Source: an optimization exercise on an open RTL-to-GDS flow (aim: small area). Production flows keep margins and buffers that such runs may drop.
Function was checked by simulation only, so behaviour that the tests miss may differ from the original.
Power is estimated from default activity; no workload was simulated.

## run A
==> flow/design.v (excerpt) <==
module gomoku(
    input        clk,
    input        rst,
    input        Btn0,
    output [3:0] VGA_R,     output [3:0] VGA_G,  output [3:0] VGA_B,
    output       VGA_HS,    output       VGA_VS,
    output [3:0] KeyPadRow, input  [3:0] KeyPadCol,
    output [7:0] Dot_row,
    output [7:0] Dot1_col,
    output [7:0] Dot2_col,
    output [6:0] HEX0,      output [6:0] HEX1
);
Size: about 610 flip-flops, ~63 I/O pins, ~0.027 mm2 of cells after synthesis.
Settings: LEC_CHECK=0, ABC_AREA=0, CAP_MARGIN=5, CORE_MARGIN=2, CORE_UTILIZATION=70, SLEW_MARGIN=5; clock period 12.0 ns.
standard.sh (not shown) runs the stock make flow with config.mk's settings and CLKGATE_MAP_FILE= SYNTH_SCRIPT=/design/flow/synth_recipe.tcl, a recipe that flattens the netlist after the stock synthesis.
==> flow/flow/run.sh <==
#!/bin/bash
# Layout flow: the standard ORFS flow (same config.mk, same steps and
# synthesis script) with four changes:
#   - ABC maps the logic with flow/abc.script (area oriented, no buffering)
#   - adders are left to ABC (no separate half/full adder mapping)
#   - the port buffers are sky130_fd_sc_hd__buf_1
#   - clock tree synthesis inserts no dummy loads
# Each tool's full output is kept under orfs/logs; make's own output in make.log.
set -euo pipefail
W=$(pwd)
cat > "$W/flow_synth.tcl" <<EOS
proc abc {args} {
  set i [lsearch \$args -script]
  if {\$i >= 0} { lset args [expr {\$i + 1}] $W/flow/abc.script }
  yosys abc {*}\$args
}
source $W/synth_recipe.tcl
EOS
make -C "$FLOW_HOME" DESIGN_CONFIG="$W/config.mk" WORK_HOME="$W/orfs" CLKGATE_MAP_FILE= \
    SYNTH_SCRIPT="$W/flow_synth.tcl" ADDER_MAP_FILE= \
    BUFFER_PORTS_ARGS="-buffer_cell sky130_fd_sc_hd__buf_1" \
    CTS_ARGS="-sink_clustering_enable -repair_clock_nets -sink_clustering_size 8 -sink_clustering_max_diameter 40 -buf_list {sky130_fd_sc_hd__clkbuf_2 sky130_fd_sc_hd__clkbuf_4} -dont_use_dummy_load" \
    finish > "$W/make.log" 2>&1
R="$W/orfs/results/$FLOW_PLATFORM/gomoku/base"
: # left out here: write the final layout as DEF
==> flow/flow/abc.script <==
strash
dc2
dch -f
amap
&get -n
&st
&deepsyn -T 60
&dch -f
&nf -p -R 1000 -C 32 -F 8
&put
diff inputs: run A => run B
-- flow/flow/run.sh --
<<< run A, line 20
    SYNTH_SCRIPT="$W/flow_synth.tcl" ADDER_MAP_FILE= \
    BUFFER_PORTS_ARGS="-buffer_cell sky130_fd_sc_hd__buf_1" \
    CTS_ARGS="-sink_clustering_enable -repair_clock_nets -sink_clustering_size 8 -sink_clustering_max_diameter 40 -buf_list {sky130_fd_sc_hd__clkbuf_2 sky130_fd_sc_hd__clkbuf_4} -dont_use_dummy_load" \
    finish > "$W/make.log" 2>&1
R="$W/orfs/results/$FLOW_PLATFORM/gomoku/base"
>>> run B, line 20
    SYNTH_SCRIPT="$W/flow_synth.tcl" ADDER_MAP_FILE= \
    BUFFER_PORTS_ARGS="-buffer_cell sky130_fd_sc_hd__buf_1" \
    CTS_ARGS="-sink_clustering_enable -repair_clock_nets -sink_clustering_size 8 -sink_clustering_max_diameter 50 -buf_list sky130_fd_sc_hd__clkbuf_4 -dont_use_dummy_load" \
    finish > "$W/make.log" 2>&1
R="$W/orfs/results/$FLOW_PLATFORM/gomoku/base"
## What came out
Per the comparison of run B with run A, clock-buffer cell count lower, sequential share of layout area roughly the same. Where worst setup slack after layout is concerned, run A is outperformed by run B. Run A and run B ended up with roughly the same final routed wirelength across all metal layers.
Input changes introduced in run C (baseline for comparison: run B):
-- flow/flow/run.sh --
<<< run B, line 20
    SYNTH_SCRIPT="$W/flow_synth.tcl" ADDER_MAP_FILE= \
    BUFFER_PORTS_ARGS="-buffer_cell sky130_fd_sc_hd__buf_1" \
    CTS_ARGS="-sink_clustering_enable -repair_clock_nets -sink_clustering_size 8 -sink_clustering_max_diameter 50 -buf_list sky130_fd_sc_hd__clkbuf_4 -dont_use_dummy_load" \
    finish > "$W/make.log" 2>&1
R="$W/orfs/results/$FLOW_PLATFORM/gomoku/base"
>>> run C, line 20
    SYNTH_SCRIPT="$W/flow_synth.tcl" ADDER_MAP_FILE= \
    BUFFER_PORTS_ARGS="-buffer_cell sky130_fd_sc_hd__buf_1" \
    CTS_ARGS="-sink_clustering_enable -repair_clock_nets -sink_clustering_size 8 -sink_clustering_max_diameter 40 -buf_list sky130_fd_sc_hd__clkbuf_4 -dont_use_dummy_load" \
    finish > "$W/make.log" 2>&1
R="$W/orfs/results/$FLOW_PLATFORM/gomoku/base"
==> run notes <==
Run C reached the final stage; the timing, DRC and antenna checks on its layout passed.
Run B vs run C, critical path's slowest cell: sky130_fd_sc_hd__nor2_4 vs sky130_fd_sc_hd__nor3b_1
Sequential cell area share: run B vs run C — no meaningful difference
Delta (run C minus run B): combined buffer and inverter count along the critical path rose by 2, area overhead of the layout relative to synthesis stayed essentially flat, clock power share stayed essentially flat, global-route wire length before repair fell by 600 um.
Run C vs run B: clock buffer instance count of the final layout up
Taking run B as the reference point, the logic depth of the worst path, buffers included of run C rises by about 7%.
Per the comparison of run C with run B, static leakage held steady, share of layout cells above drive strength 1 held steady.

-- what the ideal ports hide --
No port has a modelled driver above. Below, the same layouts with a new extraction and two added sets of constraints. Step 1 (the two cells are an assumption about what drives the block):
set clk [get_ports {clk}]
set_driving_cell -lib_cell sky130_fd_sc_hd__clkbuf_16 $clk
set_driving_cell -lib_cell sky130_fd_sc_hd__buf_2 [delete_from_list [all_inputs] $clk]
Step 2, shift: input delay + t, output delay - t, t = (earliest + latest rising clock arrival at the registers) / 2. This alone moves slack from input paths to output paths. a / b / c = ideal ports / drivers / drivers and shift; a / b = the first two.
run	t (ns)	slack for setup (ns)	worst setup path after step 2
run A	0.869	1.567 / 1.587 / 0.718	input to register
run B	0.866	1.639 / 1.660 / 0.794	input to register
run C	0.869	1.567 / 1.587 / 0.718	input to register
After both steps setup and hold are still met in every run listed.
